Background: an optimization exercise with open tools, aiming at small area. Do not read the settings as production practice.
RTL that was checked went through simulation tests only; none was proved equivalent to the original.

==> inputs of 07-12 <==
## aes_bp_graph_coloring
module aes_bp_graph_coloring (
  input           clk,
  input  [7:0] share0_in,
  input  [7:0] share1_in,
  input  [51:0] rand_bit_share0,
  input  [51:0] rand_bit_share1,
  output [7:0] o_share0,
  output [7:0] o_share1
);
  reg ra9_d1;
  reg ra10_d1;
  reg ra10_d2;
  reg ra11_d1;
  reg ra11_d2;
  reg ra12_d1;
  reg ra12_d2;
  reg ra13_d1;
  reg ra13_d2;
  reg ra14_d1;
  reg ra14_d2;
  reg ra14_d3;
  reg ra15_d1;
  reg ra15_d2;
  reg ra15_d3;
  reg ra16_d1;
  reg ra16_d2;
  reg ra16_d3;
  reg ra17_d1;
  reg ra17_d2;
  reg ra17_d3;
  reg ra18_d1;
  reg ra18_d2;
  reg ra18_d3;
  reg ra19_d1;
  reg ra19_d2;
  reg ra19_d3;
  reg ra20_d1;
  reg ra20_d2;
  reg ra20_d3;
  reg ra21_d1;
  reg ra21_d2;
  reg ra21_d3;
  reg ra22_d1;
  reg ra22_d2;
  reg ra22_d3;
  reg ra23_d1;
  reg ra23_d2;
  reg ra23_d3;
  reg ra24_d1;
  reg ra24_d2;
  reg ra24_d3;
  reg ra25_d1;
  reg ra25_d2;
  reg ra25_d3;
  wire c0_9;
  reg c9_d1;
  wire c0_14;
  reg c14_d1;
  wire c0_17;
  reg c17_d1;
  wire c0_10;
  reg c10_d1;
  reg c10_d2;
  wire c0_11;
  reg c11_d1;
  reg c11_d2;
  wire c0_12;
  reg c12_d1;
  reg c12_d2;
  wire c0_13;
  reg c13_d1;
  reg c13_d2;
  wire c0_0;
  wire c0_1;
  wire c0_2;
  wire c0_3;
  wire c0_4;
  wire c0_5;
  wire c0_6;
  wire c0_7;
  wire c0_8;
  wire rr1_x0;
  wire rr1_x1;
  wire rr1_x2;
  wire rr1_x3;
  wire rr1_x4;
  wire rr1_x5;
  wire rr1_x6;
  wire rr1_x7;
  wire rr1_x8;
  wire rr1_x9;
  wire c0_15;
  wire c0_16;
  wire c0_18;
  wire c0_19;
  wire c0_20;
  wire c0_21;
  wire c0_22;
  wire c0_23;
  wire c0_24;
  wire c0_25;
  wire rc_x0;
  wire rc_x1;
  wire rc_x2;
  wire rc_x3;
  wire rc_x4;
  wire rc_x5;
  wire rc_x6;
  wire rc_x7;
  wire rc_x8;
  wire rc_x9;
  wire rc_x10;
  wire rc_x11;
  wire rc_x12;
  wire rc_x13;
  wire rc_x14;
  wire rc_x15;
  wire rc_x16;
  wire rc_x17;
  wire rc_x18;
  wire rc_x19;
  wire rc_x20;
  reg rc0_d1;
  reg rc0_d2;
  reg rc0_d3;
  reg rc1_d1;
  reg rc1_d2;
  reg rc1_d3;
  reg rc2_d1;
  reg rc2_d2;
  reg rc2_d3;
  reg rc3_d1;
  reg rc3_d2;
  reg rc3_d3;
  reg rc4_d1;
  reg rc4_d2;
  reg rc4_d3;
  reg rc5_d1;
  reg rc5_d2;
  reg rc5_d3;
  reg rc6_d1;
  reg rc6_d2;
  reg rc6_d3;
  wire r4_x0;
  wire r4_x1;
  wire a0d0_x0;
  wire a0d0_x1;
  wire a0d0_x2;
  wire a0d0_x3;
  wire a0d0_x4;
  wire a0d0_x5;
  ...
==> flow/config.mk <==
export PLATFORM = sky130hd
export DESIGN_NAME = aes_bp_graph_coloring
export DESIGN_NICKNAME = aes_bp_graph_coloring
export VERILOG_FILES = /design/flow/design.v
export SDC_FILE = /design/flow/constraint.sdc
export NUM_CORES = 4
export LEC_CHECK = 0
export CAP_MARGIN = 20
export CORE_MARGIN = 2
export CORE_UTILIZATION = 40
export SLEW_MARGIN = 20
export SYNTH_HIERARCHICAL = 1
==> flow/constraint.sdc <==
create_clock -name core_clock -period 5.0 [get_ports {clk}]
set_input_delay 1.0000 -clock core_clock [delete_from_list [all_inputs] [get_ports {clk}]]
set_output_delay 1.0000 -clock core_clock [all_outputs]
set_load 0.01 [all_outputs]
standard.sh (not shown) runs the stock make flow with config.mk's settings and CLKGATE_MAP_FILE= SYNTH_SCRIPT=/design/flow/synth_recipe.tcl, a recipe that flattens the netlist after the stock synthesis.
==> flow/flow/run.sh <==
#!/bin/bash
set -euo pipefail
bash standard.sh "BUFFER_PORTS_ARGS=-buffer_cell sky130_fd_sc_hd__buf_1" "CTS_ARGS=-sink_clustering_enable -repair_clock_nets -dont_use_dummy_load -buf_list {sky130_fd_sc_hd__clkbuf_2 sky130_fd_sc_hd__clkbuf_4}" finish > standard_flow.log 2>&1
==> 06-13: changes against 07-12 <==
==> flow/flow/run.sh (replaced) <==
#!/bin/bash
set -euo pipefail
bash standard.sh "BUFFER_PORTS_ARGS=-buffer_cell sky130_fd_sc_hd__buf_1" "CTS_ARGS=-sink_clustering_enable -repair_clock_nets -dont_use_dummy_load -buf_list sky130_fd_sc_hd__clkbuf_8 -sink_clustering_size 20 -sink_clustering_max_diameter 80" finish > standard_flow.log 2>&1
==> run notes <==
WP data arrival approximately 2.9 ns; Core Util, Final approximately 44%; Final period util between 70 and 80%; met3 Use GR under 10%; Clock Skew ~0.047 ns; Layout non-clock buf frac under 10%; outcome complete, no violations; met1 Track Usage GR 18.9%; Final nets 1,134; post-route non-filler standard cell count between 1k and 1.5k; Slew @ Worst Pin about 0.81 ns; Max-slew headroom 45.5%
Source of the figures above: 06-13

==> run notes <==
outcome complete, no violations; Clock Skew roughly 0.05 ns; Core Util, Final between 40% and 50%; met1 Track Usage GR 18.6%; Final period util approximately 80%; Layout non-clock buf frac under 10%; met3 Use GR 3.22%; Max-slew headroom 47.1%
Source of the figures above: 07-12


========
==> v37: inputs <==
aes_bp_graph_coloring, a different RTL version from the one above (not shown whole).
// aes_bp_graph_coloring
module aes_bp_graph_coloring (
  input           clk,
  input  [7:0] share0_in,
  input  [7:0] share1_in,
  input  [51:0] rand_bit_share0,
  input  [51:0] rand_bit_share1,
  output [7:0] o_share0,
  output [7:0] o_share1
);
Settings: LEC_CHECK=0, ABC_AREA=1, CAP_MARGIN=20, CORE_MARGIN=2, CORE_UTILIZATION=40, SLEW_MARGIN=20; clock period 5.0 ns.
run.sh (not shown) runs the stock make flow with config.mk's settings and CLKGATE_MAP_FILE= SYNTH_SCRIPT=/design/flow/synth_recipe.tcl, a recipe that flattens the netlist after the stock synthesis.
Stock flow here: none of the scripts above is used.
==> inputs of v22, as changes to v37 <==
--- a/flow/config.mk
+++ b/flow/config.mk
@@ -6,7 +6,8 @@
 export NUM_CORES = 4
 export LEC_CHECK = 0
-export ABC_AREA = 1
 export CAP_MARGIN = 20
 export CORE_MARGIN = 2
 export CORE_UTILIZATION = 40
+export CTS_BUF_LIST = sky130_fd_sc_hd__clkbuf_4
+export CTS_CLUSTER_SIZE = 12
 export SLEW_MARGIN = 20
==> run notes <==
XOR/XNOR Fraction of Synth Area 36.17%; Slew Limit Headroom a little under 50%; hold wc startpoint ra16_d2; WP data arrival 3.54 ns; layout cells sized above 1 about a tenth; Seq/Total Area, Yosys 42.69%; reg2reg path depth 7; status complete, no violations; ClkCell Share around 5.9%
The numbers above come from v22.

==> run notes <==
status complete, no violations; Slew Limit Headroom 45.41%; area fraction in compound gates after synthesis less than 1%; layout cells sized above 1 6.927%; hold wc startpoint b0_d1_t17; WP data arrival about 2.8 ns; ClkCell Share 6.087%; reg2reg path depth 17; XOR/XNOR Fraction of Synth Area between 20% and 30%
The numbers above come from v37.

Function was not checked in any run of this note: the RTL went through the layout flow alone.

========
==> inputs of cedar <==
Starting RTL as in the previous note.
clock: 5.0 ns
lec_check: 0
cap_margin: 20
core_margin: 2
core_utilization: 40
slew_margin: 20
standard.sh (not shown) runs the stock make flow with config.mk's settings and CLKGATE_MAP_FILE= SYNTH_SCRIPT=/design/flow/synth_recipe.tcl, a recipe that flattens the netlist after the stock synthesis.
==> flow/flow/run.sh <==
#!/bin/bash
set -euo pipefail
bash standard.sh "BUFFER_PORTS_ARGS=-buffer_cell sky130_fd_sc_hd__buf_1" finish > standard_flow.log 2>&1
==> violet (differences from cedar) <==
==> flow/run.sh (new file) <==
#!/bin/bash
# synth_recipe.tcl (not shown) runs the flow's synth.tcl, then flattens the netlist and writes it again
# the make line also repeats each setting of config.mk as NAME=value (left out here)
make -C /OpenROAD-flow-scripts/flow DESIGN_CONFIG=/design/flow/config.mk WORK_HOME=/design/flow/orfs CLKGATE_MAP_FILE= SYNTH_SCRIPT=/design/flow/synth_recipe.tcl finish
- ABC_AREA: not set -> 1
- ABC_CLOCK_PERIOD_IN_PS: not set -> 20000
removed: flow/flow/run.sh
removed: flow/standard.sh
==> xenon (differences from cedar) <==
==> flow/run.sh (new file) <==
#!/bin/bash
# synth_recipe.tcl (not shown) runs the flow's synth.tcl, then flattens the netlist and writes it again
# the make line also repeats each setting of config.mk as NAME=value (left out here)
make -C /OpenROAD-flow-scripts/flow DESIGN_CONFIG=/design/flow/config.mk WORK_HOME=/design/flow/orfs CLKGATE_MAP_FILE= SYNTH_SCRIPT=/design/flow/synth_recipe.tcl finish
- ABC_CLOCK_PERIOD_IN_PS: not set -> 20000
removed: flow/flow/run.sh
removed: flow/standard.sh
==> implementation parameters <==
Parameter                              Value

Run status
  Outcome ... no timing/DRC/antenna violations

Finish
  Util after Layout ... 47.5%
  Layout overhead on the synthesized area ... 17.6%
  Layout non-clock buf frac ... 5.63%
  Combined area of the multi-input logic cells ... 6740 um^2

Critical path
  Worst reg-to-reg path cell count ... 17

Placement
  Placer's final routability congestion estimate ... 0.947

Timing
  Final Hold Slack ... 320 ps
  Actual transition at the worst max-transition pin ... 816 ps

Synth
  Fraction of the mapped netlist area in simple logic gates ... 30.3%
  Netlist Area Pre-Place ... 12,700 um^2
  Compound-cell area share of the yosys netlist ... 0.394%

Floorplan
  Well-Tap Cells ... 402

Drt
  First-pass detailed-route iteration total ... 5

CTS
  Number of buffers inserted during clock tree synthesis ... 27
(the above is from violet)
==> implementation parameters <==
Parameter                              Value

Placement
  Placer's final routability congestion estimate ... 0.872

Finish
  Layout non-clock buf frac ... 6.13%
  Combined area of the multi-input logic cells ... 6480 um^2
  Util after Layout ... 47.3%
  Layout overhead on the synthesized area ... 16.8%

Synth
  Compound-cell area share of the yosys netlist ... 8.25%
  Netlist Area Pre-Place ... 12,000 um^2
  Fraction of the mapped netlist area in simple logic gates ... 8.26%

Run status
  Outcome ... no timing/DRC/antenna violations

Floorplan
  Effective utilization at floorplan ... 40.5%
  Well-Tap Cells ... 390

GRT
  Global Route Usage Sum ... 16.4%

Timing
  Actual transition at the worst max-transition pin ... 767 ps
  Final Hold Slack ... 315 ps

CTS
  Number of buffers inserted during clock tree synthesis ... 24

Critical path
  Worst reg-to-reg path cell count ... 7
(the above is from xenon)
==> implementation parameters <==
Parameter                              Value

Run status
  Outcome ... no timing/DRC/antenna violations

Finish
  Util after Layout ... 45.2%
  Layout overhead on the synthesized area ... 11.6%
  Layout non-clock buf frac ... 2.47%

Synth
  Netlist Area Pre-Place ... 12,000 um^2

Floorplan
  Well-Tap Cells ... 390

Timing
  Actual transition at the worst max-transition pin ... 851 ps
  Final Hold Slack ... 318 ps

Drt
  First-pass detailed-route iteration total ... 4

Critical path
  Worst reg-to-reg path cell count ... 7

Placement
  Placer's final routability congestion estimate ... 0.890
(the above is from cedar)
No functional check of the RTL was part of any run of this note.

========
==> sierra <==
aes_bp_graph_coloring with an RTL version that a note above also has.
## aes_bp_graph_coloring
module aes_bp_graph_coloring (
  input           clk,
  input  [7:0] share0_in,
  input  [7:0] share1_in,
  input  [51:0] rand_bit_share0,
  input  [51:0] rand_bit_share1,
  output [7:0] o_share0,
  output [7:0] o_share1
);
  reg ra9_d1;
  reg ra10_d1;
  reg ra10_d2;
  reg ra11_d1;
  reg ra11_d2;
  reg ra12_d1;
  reg ra12_d2;
  reg ra13_d1;
  reg ra13_d2;
  reg ra14_d1;
  reg ra14_d2;
  reg ra14_d3;
  reg ra15_d1;
  reg ra15_d2;
  reg ra15_d3;
  reg ra16_d1;
  reg ra16_d2;
  reg ra16_d3;
  reg ra17_d1;
  reg ra17_d2;
  reg ra17_d3;
  reg ra18_d1;
  reg ra18_d2;
  reg ra18_d3;
  reg ra19_d1;
  reg ra19_d2;
  reg ra19_d3;
  reg ra20_d1;
  reg ra20_d2;
  reg ra20_d3;
  reg ra21_d1;
  reg ra21_d2;
  reg ra21_d3;
  reg ra22_d1;
  reg ra22_d2;
  reg ra22_d3;
  reg ra23_d1;
  reg ra23_d2;
  reg ra23_d3;
  reg ra24_d1;
  reg ra24_d2;
  reg ra24_d3;
  reg ra25_d1;
  reg ra25_d2;
  reg ra25_d3;
  wire c0_9;
  reg c9_d1;
  wire c0_14;
  reg c14_d1;
  wire c0_17;
  reg c17_d1;
  wire c0_10;
  reg c10_d1;
  reg c10_d2;
  wire c0_11;
  reg c11_d1;
  reg c11_d2;
  wire c0_12;
  reg c12_d1;
  reg c12_d2;
  wire c0_13;
  reg c13_d1;
  reg c13_d2;
  wire c0_0;
  wire c0_1;
  wire c0_2;
  wire c0_3;
  wire c0_4;
  wire c0_5;
  wire c0_6;
  ...
==> flow/config.mk <==
export PLATFORM = sky130hd
export DESIGN_NAME = aes_bp_graph_coloring
export DESIGN_NICKNAME = aes_bp_graph_coloring
export VERILOG_FILES = /design/flow/design.v
export SDC_FILE = /design/flow/constraint.sdc
export NUM_CORES = 4
export LEC_CHECK = 0
export CAP_MARGIN = 20
export CORE_MARGIN = 2
export CORE_UTILIZATION = 40
export SLEW_MARGIN = 20
export SYNTH_HIERARCHICAL = 1
==> flow/constraint.sdc <==
create_clock -name core_clock -period 5.0 [get_ports {clk}]
set_input_delay 1.0000 -clock core_clock [delete_from_list [all_inputs] [get_ports {clk}]]
set_output_delay 1.0000 -clock core_clock [all_outputs]
set_load 0.01 [all_outputs]
==> flow/flow/run.sh <==
#!/bin/bash
set -euo pipefail
bash standard.sh "BUFFER_PORTS_ARGS=-buffer_cell sky130_fd_sc_hd__buf_1" "CTS_ARGS=-sink_clustering_enable -repair_clock_nets -dont_use_dummy_load -buf_list sky130_fd_sc_hd__clkbuf_2 -sink_clustering_size 6 -sink_clustering_max_diameter 30" finish > standard_flow.log 2>&1
==> nickel: changes against sierra <==
==> flow/flow/run.sh (replaced) <==
#!/bin/bash
set -euo pipefail
bash standard.sh "BUFFER_PORTS_ARGS=-buffer_cell sky130_fd_sc_hd__buf_1" "CTS_ARGS=-sink_clustering_enable -repair_clock_nets -dont_use_dummy_load" finish > standard_flow.log 2>&1
==> comparison <==
Against sierra, the core utilization of nickel is higher by 1.4 points. Final cell count: nickel is smaller than sierra (about 2%). sierra passed the timing, design-rule and antenna checks. nickel completed with no timing, DRC or antenna violations. Between nickel and sierra, the lower fmax is in sierra (gap about 6%, measured against sierra). Between sierra and nickel, the lower register-to-register slack is in sierra (gap 0.11 ns).
==> figures <==
Fraction of area in multi-input gates: sierra 0.453; nickel 0.439
Fraction of final layout cells with drive strength greater than 1: sierra 0.0506; nickel 0.0255
Critical Path Source: sierra m37_r4_1$_DFF_P_; nickel m39_r4_1$_DFF_P_
Measured slew at the worst slew-check pin: sierra 0.807 ns; nickel 0.800 ns
Clock Skews: sierra 0.141 ns; nickel 0.0178 ns
Clock Buffer Count: sierra 52; nickel 25
Result of the run: sierra no timing/DRC/antenna violations; nickel no timing/DRC/antenna violations
Later-pin clock latency in the skew report: sierra 0.79 ns; nickel 0.51 ns
Fin Hold WS: sierra 0.298 ns; nickel 0.306 ns
GR met3 Demand/Resource: sierra 0.0322; nickel 0.0216

========
==> inputs of job 423 <==
Starting RTL as in the previous note.
export LEC_CHECK = 0
export CAP_MARGIN = 20
export CORE_MARGIN = 2
export CORE_UTILIZATION = 40
export SLEW_MARGIN = 20
export SYNTH_HIERARCHICAL = 1
create_clock -name core_clock -period 5.0 [get_ports {clk}]
==> flow/flow/run.sh <==
#!/bin/bash
set -euo pipefail
bash standard.sh "BUFFER_PORTS_ARGS=-buffer_cell sky130_fd_sc_hd__buf_1" "CTS_ARGS=-sink_clustering_enable -repair_clock_nets -dont_use_dummy_load -buf_list sky130_fd_sc_hd__clkbuf_4 -sink_clustering_size 10 -sink_clustering_max_diameter 50" finish > standard_flow.log 2>&1
==> job 5478: changes against job 423 <==
==> flow/flow/run.sh (replaced) <==
#!/bin/bash
set -euo pipefail
bash standard.sh "BUFFER_PORTS_ARGS=-buffer_cell sky130_fd_sc_hd__buf_1" "CTS_ARGS=-sink_clustering_enable -repair_clock_nets -dont_use_dummy_load -buf_list sky130_fd_sc_hd__clkbuf_4 -sink_clustering_size 8 -sink_clustering_max_diameter 40" finish > standard_flow.log 2>&1
==> flow_summary.ini <==
[run_status]
status = no timing/DRC/antenna violations

[detailed_routing]
wl_met2_um = 9320
wl_met1_um = 8440

[global_route]
grt.total_usage = 0.148
met3_usage = 0.0292

[sta]
fin_skew_ps = 55.8
[end of results for job 5478]
==> flow_summary.ini <==
[run_status]
status = no timing/DRC/antenna violations

[global_route]
met3_usage = 0.0213
grt.total_usage = 0.146

[worst_setup_path]
cp_max_fo = 4
worst_r2r_endpoint = T2_0

[detailed_routing]
wl_met2_um = 9140
wl_met1_um = 8530

[die]
coreArea_um2 = 25000

[sta]
fin_skew_ps = 33.9
[end of results for job 423]

==> separate check: timing with driven ports <==
Ports are ideal in the flow. The routed layouts listed here were re-timed in OpenROAD.
Step 1 (the two cells are an assumption about what drives the block):
set clk [get_ports {clk}]
set_driving_cell -lib_cell sky130_fd_sc_hd__clkbuf_16 $clk
set_driving_cell -lib_cell sky130_fd_sc_hd__buf_2 [delete_from_list [all_inputs] $clk]
Step 2 adds t to the input delays and takes it off the output delays; t is the mean of the earliest and latest rising clock arrival at the registers after step 1. Input paths then give back, and output paths get back, about the clock's delay inside the block.
a / b / c = no drivers / after step 1 / after step 2; a / b = the first two.
run	shift t [ns]	setup WS [ns]	worst setup path after step 2	slew at the worst register clock pin (ns)	worst slew at a driven data input, ns
07-12	0.662	1.022 / 0.983 / 1.080	input to register	0.07 / 0.07	0.04
06-13	0.531	1.133 / 1.091 / 1.083	input to register	0.12 / 0.12	0.04
v37	0.582	1.178 / 1.124 / 1.706	register to output	0.06 / 0.06	0.04
v22	0.738	0.463 / 0.419 / 1.044	input to register	0.07 / 0.07	0.04
cedar	0.551	1.083 / 1.032 / 1.392	input to register	0.07 / 0.07	0.03
violet	0.582	1.178 / 1.124 / 1.706	register to output	0.06 / 0.06	0.04
xenon	0.558	0.679 / 0.628 / 1.061	input to register	0.07 / 0.07	0.04
sierra	0.760	0.935 / 0.897 / 1.134	input to register	0.12 / 0.12	0.04
nickel	0.541	1.176 / 1.133 / 1.060	input to register	0.06 / 0.06	0.04
job 423	0.665	0.994 / 0.954 / 1.065	input to register	0.12 / 0.12	0.04
job 5478	0.631	1.085 / 1.045 / 1.064	input to register	0.09 / 0.09	0.04
After both steps every run listed still meets setup and hold. The setup slack of nickel, which loses most, moves by -0.043 ns with the drivers and by -0.116 ns with both steps.
